Source: an optimization exercise on an open RTL-to-GDS flow (aim: small area, a short achievable clock period and few clock cycles). Production flows keep margins and buffers that such runs may drop.
Only simulation tests tie the RTL to the original design; equivalence was not proved.
Power and IR drop assume default switching activity.

==> flow/design.v <==
module alu(input [31:0]      in1,
	   input [31:0]      in2,
	   input [ 3:0]      ctl,
	   output reg [31:0] out);
   parameter [3:0] ALU_LUI = 4'b0000;
   parameter [3:0] ALU_EQ  = 4'b0010;
   parameter [3:0] ALU_NE  = 4'b0011;
   parameter [3:0] ALU_LT  = 4'b0100;
   parameter [3:0] ALU_GE  = 4'b0101;
   parameter [3:0] ALU_LTU = 4'b0110;
   parameter [3:0] ALU_GEU = 4'b0111;
   parameter [3:0] ALU_ADD = 4'b1000;
   parameter [3:0] ALU_SUB = 4'b1001;
   parameter [3:0] ALU_XOR = 4'b1010;
   parameter [3:0] ALU_OR  = 4'b1011;
   parameter [3:0] ALU_AND = 4'b1100;
   parameter [3:0] ALU_SLL = 4'b1101;
   parameter [3:0] ALU_SRL = 4'b1110;
   parameter [3:0] ALU_SRA = 4'b1111;
   wire signed [31:0] 	 sin1 = in1;
   wire signed [31:0] 	 sin2 = in2;
   always @ ( * ) begin
      case ( ctl )
	ALU_LUI: out = in2;
	ALU_EQ:  out = (in1 == in2) ?  32'b1 : 32'b0;
	ALU_NE:  out = (in1 == in2) ?  32'b0 : 32'b1;
	ALU_LT:  out = (sin1 < sin2) ? 32'b1 : 32'b0;
	ALU_GE:  out = (sin1 < sin2) ? 32'b0 : 32'b1;
	ALU_LTU: out = (in1 < in2) ?   32'b1 : 32'b0;
	ALU_GEU: out = (in1 < in2) ?   32'b0 : 32'b1;
	ALU_ADD: out = sin1 + sin2;
	ALU_SUB: out = sin1 - sin2;
	ALU_XOR: out = in1 ^ in2;
	ALU_OR:  out = in1 | in2;
	ALU_AND: out = in1 & in2;
	ALU_SLL: out = in1 << in2[4:0];
	ALU_SRL: out = in1 >> in2[4:0];
	ALU_SRA: out = sin1 >>> in2[4:0];
	default: out = in2;
      endcase  
   end
endmodule  
module controller(input [3:0]   cstate,
		  input [31:0] 	ir,
		  input [31:0]  addr,
		  input [31:0] 	alu_out,
		  output 	pc_sel,
		  output 	pc_ld,
		  output 	mem_sel,
		  output 	mem_read,
		  output 	mem_write,
		  output [3:0] 	mem_wrbits,
		  output 	ir_ld,
		  output [4:0] 	rs1_addr,
		  output [4:0] 	rs2_addr,
		  output [4:0] 	rd_addr,
		  output [1:0] 	rd_sel,
		  output 	rd_ld,
		  output 	a_ld,
		  output 	b_ld,
		  output 	a_sel,
		  output 	b_sel,
		  output [31:0] imm,
		  output [3:0] 	alu_ctl,
		  output 	c_ld);
	wire [6:0] opcode;
	wire [2:0] funct3;
	wire [6:0] funct7;
	assign opcode = ir[6:0];
	assign funct3 = ir[14:12];
	assign funct7 = ir[31:25];
	wire cs_wb, cs_ex, cs_de, cs_if;
	assign {cs_wb, cs_ex, cs_de, cs_if} = cstate;
	function handle_pc_sel(input [6:0] op, input alu);
		casex(op)
		7'b110X111: handle_pc_sel = 1;
		7'b1100011: handle_pc_sel = alu;
		default:    handle_pc_sel = 0;
		endcase
	endfunction
	assign pc_sel = handle_pc_sel(opcode, alu_out[0]);
	assign pc_ld = cs_wb;
	function handle_mem_sel(input is_cs_if, is_cs_wb, is_ls);
		if (is_cs_if) handle_mem_sel = 0;
		else if (is_cs_wb && is_ls) handle_mem_sel = 1;
	endfunction
	function [3:0] handle_mem_wrbits(input [2:0] f3, input [1:0] mem_l2b);
		case (f3)
		3'b000: handle_mem_wrbits = 4'b0001 << mem_l2b; 
		3'b001: handle_mem_wrbits = 4'b0011 << mem_l2b; 
		3'b010: handle_mem_wrbits = 4'b1111;  
		endcase
	endfunction
	assign mem_sel = handle_mem_sel(cs_if, cs_wb, (opcode == 7'b0000011 || opcode == 7'b0100011));
	assign mem_read = cs_if || (cs_wb && opcode == 7'b0000011);
	assign mem_write = cs_wb && opcode == 7'b0100011;
	assign mem_wrbits = handle_mem_wrbits(funct3, addr[1:0]);
	assign ir_ld = cs_if;
	assign {a_ld, b_ld} = {cs_de, cs_de};
	function [2:0] handle_rd_ld_sel(input is_cs_wb, input [6:0] op);
		if (is_cs_wb) 
			casex (op)
			7'b0X10X11: handle_rd_ld_sel = {1'b1, 2'b10};  
			7'b0000011: handle_rd_ld_sel = {1'b1, 2'b00};  
			7'b110X111: handle_rd_ld_sel = {1'b1, 2'b01};  
			default:    handle_rd_ld_sel = {1'b0, 2'bXX};
			endcase
		else handle_rd_ld_sel = {1'b0, 2'bXX};
	endfunction
	assign rs1_addr = ir[19:15];
	assign rs2_addr = ir[24:20];
	assign rd_addr = ir[11:7];
	assign {rd_ld, rd_sel} = handle_rd_ld_sel(cs_wb, opcode);
	function [31:0] handle_imm(input [31:0] f_ir);
		casex(f_ir[6:0])  
		7'b0010011: if (funct3 == 3'b001 || funct3 == 3'b101) handle_imm = f_ir[31:20] & 5'b11111; 
						else handle_imm = {{20{f_ir[31]}}, f_ir[31:20]};
		7'b0000011: handle_imm = {{20{f_ir[31]}}, f_ir[31:20]};  
		7'b1100111: handle_imm = {{20{f_ir[31]}}, f_ir[31:20]};  
		7'b1110011: handle_imm = {{20{f_ir[31]}}, f_ir[31:20]};  
		7'b0100011: handle_imm = {{20{f_ir[31]}}, f_ir[31:25], f_ir[11:7]};  
		7'b1100011: handle_imm = {{20{f_ir[31]}}, f_ir[31], f_ir[7], f_ir[30:25], f_ir[11:8], 1'b0};  
		7'b0X10111: handle_imm = f_ir[31:12] << 12;  
		7'b1101111: handle_imm = {{11{f_ir[31]}}, f_ir[31], f_ir[19:12], f_ir[20], f_ir[30:21], 1'b0};  
		endcase
	endfunction
	assign imm = handle_imm(ir);
	function [5:0] handle_alu(input is_cs_ex, is_cs_wb, input [6:0] op, input [2:0] f3, input [6:0] f7);
		if (is_cs_ex)
			casex (op)
				7'b0110011: case (f3)
								3'b000: handle_alu = {1'b0, 1'b0, 4'b1000 | f7[5]};  
								3'b100: handle_alu = {1'b0, 1'b0, 4'b1010};  
								3'b110: handle_alu = {1'b0, 1'b0, 4'b1011};  
								3'b111: handle_alu = {1'b0, 1'b0, 4'b1100};  
								3'b001: handle_alu = {1'b0, 1'b0, 4'b1101};  
								3'b101: handle_alu = {1'b0, 1'b0, 4'b1110 | f7[5]};  
								3'b010: handle_alu = {1'b0, 1'b0, 4'b0100};  
								3'b011: handle_alu = {1'b0, 1'b0, 4'b0110};  
								endcase
				7'b0010011: case (f3)
								3'b000: handle_alu = {1'b0, 1'b1, 4'b1000};  
								3'b100: handle_alu = {1'b0, 1'b1, 4'b1010};  
								3'b110: handle_alu = {1'b0, 1'b1, 4'b1011};  
								3'b111: handle_alu = {1'b0, 1'b1, 4'b1100};  
								3'b001: handle_alu = {1'b0, 1'b1, 4'b1101};  
								3'b101: handle_alu = {1'b0, 1'b1, 4'b1110 | f7[5]};  
								3'b010: handle_alu = {1'b0, 1'b1, 4'b0100};  
								3'b011: handle_alu = {1'b0, 1'b1, 4'b0110};  
								endcase
				7'b0X00011: handle_alu = {1'b0, 1'b1, 4'b1000};
				7'b1100011: handle_alu = {1'b1, 1'b1, 4'b1000};
				7'b110X111: handle_alu = {op[3], 1'b1, 4'b1000};
				7'b0110111: handle_alu = {1'bX, 1'b1, 4'b0000};
				7'b0010111: handle_alu = {1'b1, 1'b1, 4'b1000};
			endcase
		else if (is_cs_wb)
			case (f3)
			3'b000: handle_alu = {1'b0, 1'b0, 4'b0010};  
			3'b001: handle_alu = {1'b0, 1'b0, 4'b0011};  
			3'b100: handle_alu = {1'b0, 1'b0, 4'b0100};  
			3'b101: handle_alu = {1'b0, 1'b0, 4'b0101};  
			3'b110: handle_alu = {1'b0, 1'b0, 4'b0110};  
			3'b111: handle_alu = {1'b0, 1'b0, 4'b0111};  
			endcase;
	endfunction
	assign {a_sel, b_sel, alu_ctl} = handle_alu(cs_ex, cs_wb, opcode, funct3, funct7);
	assign c_ld = cs_ex;
endmodule  
module reg32(input             clock,
	     input 	       reset,
	     input [31:0]      in,
	     input 	       ld,
	     output reg [31:0] out,
	     input 	       dbg_mode,
	     input [31:0]      dbg_in,
	     input 	       dbg_ld);
   always @ ( posedge clock or negedge reset )
     if ( !reset )
       out <= 32'h0;
     else if ( dbg_mode && dbg_ld )
       out <= dbg_in;
     else if ( !dbg_mode && ld )
       out <= in;
endmodule  
module regfile(input 	     clock,
	       input 	     reset,
	       input [4:0]   rs1_addr,
	       input [4:0]   rs2_addr,
	       input [4:0]   rd_addr,
	       input [31:0]  in,
	       input 	     ld,
	       output [31:0] rs1_out,
	       output [31:0] rs2_out,
	       input 	     dbg_mode,
	       input [31:0]  dbg_in,
	       input [4:0]   dbg_addr,
	       input 	     dbg_ld,
	       output [31:0] dbg_out);
   reg [31:0] reg01;
   reg [31:0] reg02;
   reg [31:0] reg03;
   reg [31:0] reg04;
   reg [31:0] reg05;
   reg [31:0] reg06;
   reg [31:0] reg07;
   reg [31:0] reg08;
   reg [31:0] reg09;
   reg [31:0] reg10;
   reg [31:0] reg11;
   reg [31:0] reg12;
   reg [31:0] reg13;
   reg [31:0] reg14;
   reg [31:0] reg15;
   reg [31:0] reg16;
   reg [31:0] reg17;
   reg [31:0] reg18;
   reg [31:0] reg19;
   reg [31:0] reg20;
   reg [31:0] reg21;
   reg [31:0] reg22;
   reg [31:0] reg23;
   reg [31:0] reg24;
   reg [31:0] reg25;
   reg [31:0] reg26;
   reg [31:0] reg27;
   reg [31:0] reg28;
   reg [31:0] reg29;
   reg [31:0] reg30;
   reg [31:0] reg31;
   function [31:0] select_reg(input [4:0] addr,
			      input [31:0] reg01,
			      input [31:0] reg02,
			      input [31:0] reg03,
			      input [31:0] reg04,
			      input [31:0] reg05,
			      input [31:0] reg06,
			      input [31:0] reg07,
			      input [31:0] reg08,
			      input [31:0] reg09,
			      input [31:0] reg10,
			      input [31:0] reg11,
			      input [31:0] reg12,
			      input [31:0] reg13,
			      input [31:0] reg14,
			      input [31:0] reg15,
			      input [31:0] reg16,
			      input [31:0] reg17,
			      input [31:0] reg18,
			      input [31:0] reg19,
			      input [31:0] reg20,
			      input [31:0] reg21,
			      input [31:0] reg22,
			      input [31:0] reg23,
			      input [31:0] reg24,
			      input [31:0] reg25,
			      input [31:0] reg26,
			      input [31:0] reg27,
			      input [31:0] reg28,
			      input [31:0] reg29,
			      input [31:0] reg30,
			      input [31:0] reg31);
      begin
	 case ( addr )
	   0:  select_reg = 32'b0000_0000_0000_0000_0000_0000_0000_0000;
	   1:  select_reg = reg01;
	   2:  select_reg = reg02;
	   3:  select_reg = reg03;
	   4:  select_reg = reg04;
	   5:  select_reg = reg05;
	   6:  select_reg = reg06;
	   7:  select_reg = reg07;
	   8:  select_reg = reg08;
	   9:  select_reg = reg09;
	   10: select_reg = reg10;
	   11: select_reg = reg11;
	   12: select_reg = reg12;
	   13: select_reg = reg13;
	   14: select_reg = reg14;
	   15: select_reg = reg15;
	   16: select_reg = reg16;
	   17: select_reg = reg17;
	   18: select_reg = reg18;
	   19: select_reg = reg19;
	   20: select_reg = reg20;
	   21: select_reg = reg21;
	   22: select_reg = reg22;
	   23: select_reg = reg23;
	   24: select_reg = reg24;
	   25: select_reg = reg25;
	   26: select_reg = reg26;
	   27: select_reg = reg27;
	   28: select_reg = reg28;
	   29: select_reg = reg29;
	   30: select_reg = reg30;
	   31: select_reg = reg31;
	 endcase  
      end
   endfunction  
   always @ ( negedge reset or posedge clock ) begin
      if ( !reset ) begin
	 reg01 <= 32'h0;
	 reg02 <= 32'h0;
	 reg03 <= 32'h0;
	 reg04 <= 32'h0;
	 reg05 <= 32'h0;
	 reg06 <= 32'h0;
	 reg07 <= 32'h0;
	 reg08 <= 32'h0;
	 reg09 <= 32'h0;
	 reg10 <= 32'h0;
	 reg11 <= 32'h0;
	 reg12 <= 32'h0;
	 reg13 <= 32'h0;
	 reg14 <= 32'h0;
	 reg15 <= 32'h0;
	 reg16 <= 32'h0;
	 reg17 <= 32'h0;
	 reg18 <= 32'h0;
	 reg19 <= 32'h0;
	 reg20 <= 32'h0;
	 reg21 <= 32'h0;
	 reg22 <= 32'h0;
	 reg23 <= 32'h0;
	 reg24 <= 32'h0;
	 reg25 <= 32'h0;
	 reg26 <= 32'h0;
	 reg27 <= 32'h0;
	 reg28 <= 32'h0;
	 reg29 <= 32'h0;
	 reg30 <= 32'h0;
	 reg31 <= 32'h0;
      end
      else if ( dbg_mode && dbg_ld ) begin
	 case ( dbg_addr )
	   0:  ;  
	   1:  reg01 <= dbg_in;
	   2:  reg02 <= dbg_in;
	   3:  reg03 <= dbg_in;
	   4:  reg04 <= dbg_in;
	   5:  reg05 <= dbg_in;
	   6:  reg06 <= dbg_in;
	   7:  reg07 <= dbg_in;
	   8:  reg08 <= dbg_in;
	   9:  reg09 <= dbg_in;
	   10: reg10 <= dbg_in;
	   11: reg11 <= dbg_in;
	   12: reg12 <= dbg_in;
	   13: reg13 <= dbg_in;
	   14: reg14 <= dbg_in;
	   15: reg15 <= dbg_in;
	   16: reg16 <= dbg_in;
	   17: reg17 <= dbg_in;
	   18: reg18 <= dbg_in;
	   19: reg19 <= dbg_in;
	   20: reg20 <= dbg_in;
	   21: reg21 <= dbg_in;
	   22: reg22 <= dbg_in;
	   23: reg23 <= dbg_in;
	   24: reg24 <= dbg_in;
	   25: reg25 <= dbg_in;
	   26: reg26 <= dbg_in;
	   27: reg27 <= dbg_in;
	   28: reg28 <= dbg_in;
	   29: reg29 <= dbg_in;
	   30: reg30 <= dbg_in;
	   31: reg31 <= dbg_in;
	 endcase  
      end
      else if ( !dbg_mode && ld ) begin
	 case ( rd_addr )
	   0:  ;  
	   1:  reg01 <= in;
	   2:  reg02 <= in;
	   3:  reg03 <= in;
	   4:  reg04 <= in;
	   5:  reg05 <= in;
	   6:  reg06 <= in;
	   7:  reg07 <= in;
	   8:  reg08 <= in;
	   9:  reg09 <= in;
	   10: reg10 <= in;
	   11: reg11 <= in;
	   12: reg12 <= in;
	   13: reg13 <= in;
	   14: reg14 <= in;
	   15: reg15 <= in;
	   16: reg16 <= in;
	   17: reg17 <= in;
	   18: reg18 <= in;
	   19: reg19 <= in;
	   20: reg20 <= in;
	   21: reg21 <= in;
	   22: reg22 <= in;
	   23: reg23 <= in;
	   24: reg24 <= in;
	   25: reg25 <= in;
	   26: reg26 <= in;
	   27: reg27 <= in;
	   28: reg28 <= in;
	   29: reg29 <= in;
	   30: reg30 <= in;
	   31: reg31 <= in;
	 endcase  
      end
   end
   assign rs1_out = select_reg(rs1_addr,
			       reg01, reg02, reg03, reg04, reg05, reg06, reg07,
			       reg08, reg09, reg10, reg11, reg12, reg13, reg14,
			       reg15, reg16, reg17, reg18, reg19, reg20, reg21,
			       reg22, reg23, reg24, reg25, reg26, reg27, reg28,
			       reg29, reg30, reg31);
   assign rs2_out = select_reg(rs2_addr,
			       reg01, reg02, reg03, reg04, reg05, reg06, reg07,
			       reg08, reg09, reg10, reg11, reg12, reg13, reg14,
			       reg15, reg16, reg17, reg18, reg19, reg20, reg21,
			       reg22, reg23, reg24, reg25, reg26, reg27, reg28,
			       reg29, reg30, reg31);
   assign dbg_out = select_reg(dbg_addr,
			       reg01, reg02, reg03, reg04, reg05, reg06, reg07,
			       reg08, reg09, reg10, reg11, reg12, reg13, reg14,
			       reg15, reg16, reg17, reg18, reg19, reg20, reg21,
			       reg22, reg23, reg24, reg25, reg26, reg27, reg28,
			       reg29, reg30, reg31);
endmodule  
module ldconv(input [31:0] in,
				  input [31:0] ir,
				  input [1:0] offset,
				  output [31:0] out);
	wire [4:0] shamt_byte = offset << 3;  
	wire [4:0] shamt_half = offset[1] << 4;  
	wire [7:0] byte_v = in >> shamt_byte;
	wire [15:0] half = in >> shamt_half;
	function [31:0] conv(input [2:0] funct3,
								input [7:0] f_byte,
								input [15:0] f_half,
								input [31:0] f_word);
		case(funct3)
		3'b000: conv = {{24{f_byte[7]}}, f_byte[7:0]};    
		3'b001: conv = {{16{f_half[15]}}, f_half[15:0]};  
		3'b010: conv = f_word;  
		3'b100: conv = {24'b0, f_byte};  
		3'b101: conv = {16'b0, f_half};  
		endcase
	endfunction
	assign out = conv(ir[14:12], byte_v, half, in);
endmodule  
module stconv(input [31:0] in,
				  input [31:0] ir,
				  output [31:0] out);
	function [31:0] conv(input [2:0] funct3,
								input [31:0] f_in);
		case(funct3)
		3'b000: conv = {4{f_in[7:0]}};   
		3'b001: conv = {2{f_in[15:0]}};  
		3'b010: conv = f_in;             
		endcase
	endfunction
	assign out = conv(ir[14:12], in);
endmodule  
module kappa3_light_core(input         clock,
			 input 	       reset,
			 output [31:0] mem_addr,
			 output        mem_read,
			 output        mem_write,
			 output [31:0] mem_wrdata,
			 output [3:0]  mem_wrbits,
			 input [31:0]  mem_rddata);
   wire 			       dbg_mode = 1'b0;
   wire [31:0] 			       dbg_in = 32'h0;
   reg 				       cs_wb, cs_ex, cs_de, cs_if;
   always @ ( posedge clock or negedge reset )
     if ( !reset )
       {cs_wb, cs_ex, cs_de, cs_if} <= 4'b0001;
     else
       {cs_wb, cs_ex, cs_de, cs_if} <= {cs_ex, cs_de, cs_if, cs_wb};
   wire [3:0] 			       cstate = {cs_wb, cs_ex, cs_de, cs_if};
   wire [31:0] 			pc_in;        
   wire 			pc_ld;        
   wire [31:0] 			pc;           
   wire [31:0] 			creg;         
   reg32 pc_inst(.clock(clock),
		 .reset(reset),
		 .in(pc_in),
		 .ld(pc_ld),
		 .out(pc),
		 .dbg_mode(dbg_mode),
		 .dbg_in(dbg_in),
		 .dbg_ld(1'b0));
	wire [31:0] pc4;
	assign pc4 = pc + 4;
	wire pc_sel;
	wire [31:0] pc_sel_out;
	assign pc_sel_out = pc_sel == 0 ? pc4 : creg;
	assign pc_in = pc_sel_out;
   wire [31:0] 		 ir_in;       
   wire 		 ir_ld;       
   wire [31:0] 		 ir;          
   reg32 ir_inst(.clock(clock),
		 .reset(reset),
		 .in(ir_in),
		 .ld(ir_ld),
		 .out(ir),
		 .dbg_mode(dbg_mode),
		 .dbg_in(dbg_in),
		 .dbg_ld(1'b0));
   wire [31:0] mem_rddata_w = mem_rddata;
	wire mem_sel;
	wire [31:0] mem_sel_out;
	assign mem_sel_out = (mem_sel == 0) ? pc : creg;
	assign mem_addr = mem_sel_out;
	assign ir_in = mem_rddata_w;
   wire [4:0] 		 rs1_addr;      
   wire [4:0] 		 rs2_addr;      
   wire [4:0] 		 rd_addr;       
   wire [31:0] 		 rd_in;         
   wire                  rd_ld;         
   wire [31:0] 		 rs1;           
   wire [31:0] 		 rs2;           
   wire [31:0] 		 dbg_reg_out;
   regfile regfile_inst(.clock(clock),
			.reset(reset),
			.rs1_addr(rs1_addr),
			.rs2_addr(rs2_addr),
			.rd_addr(rd_addr),
			.in(rd_in),
			.ld(rd_ld),
			.rs1_out(rs1),
			.rs2_out(rs2),
			.dbg_mode(dbg_mode),
			.dbg_in(dbg_in),
			.dbg_addr(5'd0),
			.dbg_ld(1'b0),
			.dbg_out(dbg_reg_out));
   wire                  a_ld;          
   wire [31:0] 		 areg;          
   reg32 areg_inst(.clock(clock),
		   .reset(reset),
		   .in(rs1),
		   .ld(a_ld),
		   .out(areg),
		   .dbg_mode(dbg_mode),
		   .dbg_in(dbg_in),
		   .dbg_ld(1'b0));
   wire                  b_ld;          
   wire [31:0] 		 breg;          
   reg32 breg_inst(.clock(clock),
		   .reset(reset),
		   .in(rs2),
		   .ld(b_ld),
		   .out(breg),
		   .dbg_mode(dbg_mode),
		   .dbg_in(dbg_in),
		   .dbg_ld(1'b0));
	wire a_sel;
	wire [31:0] a_sel_out;
	assign a_sel_out = (a_sel == 0) ? areg : pc;
	wire b_sel;
	wire [31:0] imm;
	wire [31:0] b_sel_out;
	assign b_sel_out = (b_sel == 0) ? breg : imm;
	wire [3:0] alu_ctl;
   wire [31:0] alu_out;       
   alu alu_inst(.in1(a_sel_out), .in2(b_sel_out), .ctl(alu_ctl), .out(alu_out));
   wire                  c_ld;          
   reg32 creg_inst(.clock(clock),
		   .reset(reset),
		   .in(alu_out),
		   .ld(c_ld),
		   .out(creg),
		   .dbg_mode(dbg_mode),
		   .dbg_in(dbg_in),
		   .dbg_ld(1'b0));
	stconv stconv_inst(.in(breg), .ir(ir), .out(mem_wrdata));
	wire [31:0] ldconv_out;
	wire [1:0] offset;
	ldconv ldconv_inst(.in(mem_rddata_w), .ir(ir), .offset(offset), .out(ldconv_out));
	assign offset = mem_sel_out[1:0];
	wire [1:0] rd_sel;
	wire [31:0] rd_sel_out;
	function [31:0] handle_rd_sel_out(input [1:0] sel, input [31:0] f_ldconv_out, f_pc4, f_creg);
	case(sel)
	2'b00: handle_rd_sel_out = f_ldconv_out;
	2'b01: handle_rd_sel_out = f_pc4;
	2'b10: handle_rd_sel_out = f_creg;
	endcase
	endfunction
	assign rd_sel_out = handle_rd_sel_out(rd_sel, ldconv_out, pc4, creg);
	assign rd_in = rd_sel_out;
	controller controller_inst(
		.cstate(cstate),
		.ir(ir),
		.addr(creg),
		.alu_out(alu_out),
		.pc_sel(pc_sel),
		.pc_ld(pc_ld),
		.mem_sel(mem_sel),
		.mem_read(mem_read),
		.mem_write(mem_write),
		.mem_wrbits(mem_wrbits),
		.ir_ld(ir_ld),
		.rs1_addr(rs1_addr),
		.rs2_addr(rs2_addr),
		.rd_addr(rd_addr),
		.rd_sel(rd_sel),
		.rd_ld(rd_ld),
		.a_ld(a_ld),
		.b_ld(b_ld),
		.a_sel(a_sel),
		.b_sel(b_sel),
		.imm(imm),
		.alu_ctl(alu_ctl),
		.c_ld(c_ld));
endmodule  
==> flow/run.sh <==
#!/bin/bash
# synth_recipe.tcl (not shown) runs the flow's synth.tcl, then flattens the netlist and writes it again
# the make line also repeats each setting of config.mk as NAME=value (left out here)
make -C /OpenROAD-flow-scripts/flow DESIGN_CONFIG=/design/flow/config.mk WORK_HOME=/design/flow/orfs CLKGATE_MAP_FILE= SYNTH_SCRIPT=/design/flow/synth_recipe.tcl finish
==> flow/config.mk <==
export PLATFORM = sky130hd
export DESIGN_NAME = kappa3_light_core
export DESIGN_NICKNAME = kappa3_light_core
export VERILOG_FILES = /design/flow/design.v
export SDC_FILE = /design/flow/constraint.sdc
export NUM_CORES = 8
export LEC_CHECK = 0
export CAP_MARGIN = 20
export CORE_MARGIN = 2
export CORE_UTILIZATION = 40
export SLEW_MARGIN = 20
==> flow/constraint.sdc <==
create_clock -name core_clock -period 10.0 [get_ports {clock}]
set_input_delay 2.0000 -clock core_clock [delete_from_list [all_inputs] [get_ports {clock}]]
set_output_delay 2.0000 -clock core_clock [all_outputs]
set_load 0.01 [all_outputs]
==> notes.md <==
Timing
Measured against its own limit, the worst slew margin works out to 0.06816. The shortest period the worst path allows is 8150 ps. At the pin with the least slew margin, the transition time is 1385 ps. The post-route clock skew is 67.54 ps.

Setup repair after global routing left no endpoint under its margin. Derived from the worst setup path, the maximum achievable clock frequency is 122.7 MHz. Adding up every negative setup slack in the final design gives 0 ps.

The number of hold violations in the final report was 0. The ratio of final minimum period to clock period is 0.8150. The number of pins with negative max-slew slack in the final report is 0.

Across all setup checks in the final design, the least slack found is 1850 ps. The number of failing setup endpoints in the final timing report is 0.

Hold path
The worst hold path belongs to the class reg2reg. The worst hold path passes through 2 cells. The path with the worst hold slack has its endpoint at regfile_inst.reg16[19].

The startpoint identified for the worst hold timing path is regfile_inst.reg16[19].

Logic synthesis
The number of nets in the synthesized netlist is 7592. The sequential area share after synthesis is 0.4441. The post-synthesis cell type count is 89. The post-synthesis average cell area is 8.738 µm². Synthesis inferred 1156 register bits. The number of cells produced by synthesis is 7456. The combined area of all synthesized cells is 0.06515 mm². The number of synthesized flops with an enable pin is 0. The count of warnings emitted by yosys is 7. The leading register cell type out of synthesis is dfrtp_1. Of all flip-flops after synthesis, the portion carrying an async set or reset was 1.000.

Setup path
The required arrival time at the worst endpoint is 10690 ps. STA classifies the critical path endpoint as a register. In this run the worst path has a maximum fanout of 21. At the worst endpoint, the arrival time is 8840 ps. The number of cells traversed by the worst register-to-register path is 20. Tracing the worst setup path back leads to its startpoint at ir_inst.out[2].

The worst setup path is of the reg2reg kind. In this run the critical register-to-register path is launched from ir_inst.out[2]. The startpoint type of the worst setup path is a register. The capture point of the worst reg-to-reg path is pc_inst.out[0]. Across all register-to-register paths, the minimum setup slack is 1850 ps.

Clocking
TritonCTS built the clock tree. The depth of the CTS H-tree is 4. After clock tree synthesis, the repair step resized 0 gates. The count of hold-fix buffers inserted at cts is 0. Clock tree synthesis selected as its root buffer the cell clkbuf_16. The post-CTS setup-driven buffer insertion count is 0. After clock tree synthesis, the clock-pin slew on the worst setup and hold paths is 60 ps. Clock latency on the worst-skew pair, taken at its later pin, is 820 ps. The clock passes through at most 3 buffers.

The number of buffers created by CTS is 133. The number of clock sinks is 1156.

Floorplanning
The floorplan step set the die height to 407.6 µm. In this run the count of I/O pins placed on the die edge is 104. The floorplan step set the die width to 407.6 µm. In this run the standard cell core region covers 0.1622 mm². The number of placement rows is 148. The die covers 0.1661 mm². For this configuration, the core starts out at a cell density of 0.4016.

Drt
Dividing the detail-routed wire length by the instance count gives 38.84 µm. The count of nets left with antenna violations after detail routing is 0. The total iterations of the first detailed-routing run is 10. Using the TritonRoute via totals, the vias-per-cell ratio works out to 7.234. The detailed router finished its first iteration with 13.90k violations.

After detailed routing, the total wire length is 368600 µm. In the routed design, unresolved DRC markers number 0. The detailed-route via count is 68.64k.

Status
The flow ran to the end and the layout has no timing, DRC or antenna violations.

Flow run
The max-capacitance violation count is 0.

Layout
The ratio of cells with drive above 1 in the final layout is 0.09049. In the layout the commonest cells are nand2_1, o21ai_0, dfrtp_1, a22oi_1, a221oi_1. The area growth from synthesis to layout is 12.75%.

The number of nets in the layout is 7325. Leaving out fill and tap cells, the most frequent cell in the layout is nand2_1.

Pwr
The worst voltage drop across the vdd grid is 150.2 µV. For this design the static power due to leakage is 32.58 nW. The power per cell area is 137.6 mW/mm². The total power draw is 10.11 mW.

GRT
The initial antenna violation count came to 22. The remaining global-route overflow is 0. For this run, the total global-route usage over all layers was measured as 0.4286. The wire length of the first global-routing pass is 506000 µm. The maximum number of pins on one net before global-route repair is 159.

The via count of the first global-routing pass was 62.47k.

Placement
Prior to clock tree synthesis, the placed netlist has a worst setup slack of 2023 ps. The count of buffers added on input and output ports is 103. Summed over all nets, the half-perimeter wirelength after detailed placement is 226100 µm. The global placer's final weighted congestion is 1.054.
## layer usage
layer / wire length (µm) / track usage / share of wire
met5: 149 / 0.001724 / 0.00040
met4: 29990 / 0.2720 / 0.081
met3: 57120 / 0.1790 / 0.15
met2: 143200 / 0.5754 / 0.39
met1: 138100 / 0.5629 / 0.37
## cells in the mapped netlist, types with 47 or more instances
cell | n | share of area
nand4_1 | 119 | 0.011
a22o_1 | 259 | 0.035
a22oi_1 | 444 | 0.051
mux2_2 | 61 | 0.011
o211ai_1 | 47 | 0.0054
nand3_1 | 188 | 0.014
mux2i_1 | 199 | 0.031
clkbuf_1 | 647 | 0.037
a21oi_1 | 223 | 0.017
nor2_1 | 215 | 0.012
dfrtp_1 | 1155 | 0.44
ha_1 | 100 | 0.019
o21ai_0 | 1164 | 0.089
a222oi_1 | 65 | 0.010
a221oi_1 | 291 | 0.039
inv_1 | 181 | 0.010
o22ai_1 | 87 | 0.0084
nand2_1 | 1296 | 0.075
nor3_1 | 98 | 0.0075
## stage by stage
stage	area [µm²]	hold slack [ps]	util	std cells
after floorplan	65150	352.8	-	7456
after global placement	68620	486.0	0.4230	9224
after detailed placement	68700	495.5	0.4235	9227
after CTS	73350	509.2	0.4522	9467
after global routing	73410	533.4	0.4525	9469
final	73460	508.2	0.4528	9489
## final cells by class
class	instances	area (µm²)
Sequential cell	1156	28940
Antenna cell	20	50.05
Fill cell	15813	88760
Clock buffer	187	3814
Clock inverter	53	842.1
Multi-Input combinational cell	5397	33680
Tap cell	2175	2721
Timing Repair Buffer	313	2706
Inverter	188	705.7
## how the worst max path moves through the flow
stage | cells past startpoint | slack, ps | endpoint
final | 20 | 1850 | pc_inst.out[0]
after floorplan | 25 | 4440 | pc_inst.out[6]
after detailed placement | 20 | 2020 | pc_inst.out[0]
after CTS | 20 | 2010 | pc_inst.out[0]
after global routing | 20 | 1580 | pc_inst.out[1]
after global placement | 20 | 2200 | pc_inst.out[0]
## where the power goes
group          switching [mW]  total [mW]  internal [mW]
clock network            2.24        5.27           3.04
registers                   0        4.68           4.68
logic                   0.134       0.157         0.0224
total                    2.37        10.1           7.74
## cells by family after synthesis
family                     count (synthesis)  share of synthesized area
AOI/OAI and AO/OA                       2871                     0.2916
xor gates and xnor gates                  48                   0.006453
adders and majority gates                102                    0.01982
buffers and inverters                    903                    0.05343
DFF                                     1156                     0.4441
muxes                                    272                    0.04481
and+or+nand+nor                         2104                     0.1398
## worst max-delay path, stage by stage, from the launching register on
cell and delay, ps:
dfrtp_1 770, and4b_1 480, and3_1 340, or2_2 270, o21bai_1 150, a21bo_2 320
a21oi_1 390, a21oi_1 120, a21oi_1 300, inv_1 100, ha_1 440, nor4_1 820
nand3b_1 260, nor4_1 760, o22ai_1 140, o21a_1 210, a311o_1 340, a211o_1 310
o21ai_2 920, a21oi_2 250, mux2_1 370
Testbench counts, summed over its fixed seeds: cycles 2,195,520.

afterwards: timing with drivers on the ports:
The flow's constraints put no driver on any port. The routed layout listed below was extracted and timed again, unchanged, in two steps.
Step 1 assumes that a clkbuf_16 drives the clock port and a buf_2 every other input.
Step 2 also shifts input and output timing later by t, the mid clock arrival at the registers, as if the neighbouring blocks saw the same clock.
Slacks: ideal / step 1 / step 2; pairs: ideal / step 1.
t (ns): 0.869
setup slack, ns: 1.850 / 1.850 / 1.850
clock arrival spread, ns: 0.068 / 0.068
After both steps setup and hold are still met in this run. The setup slack of this run moves by 0.000 ns with the drivers and by 0.000 ns with both steps.
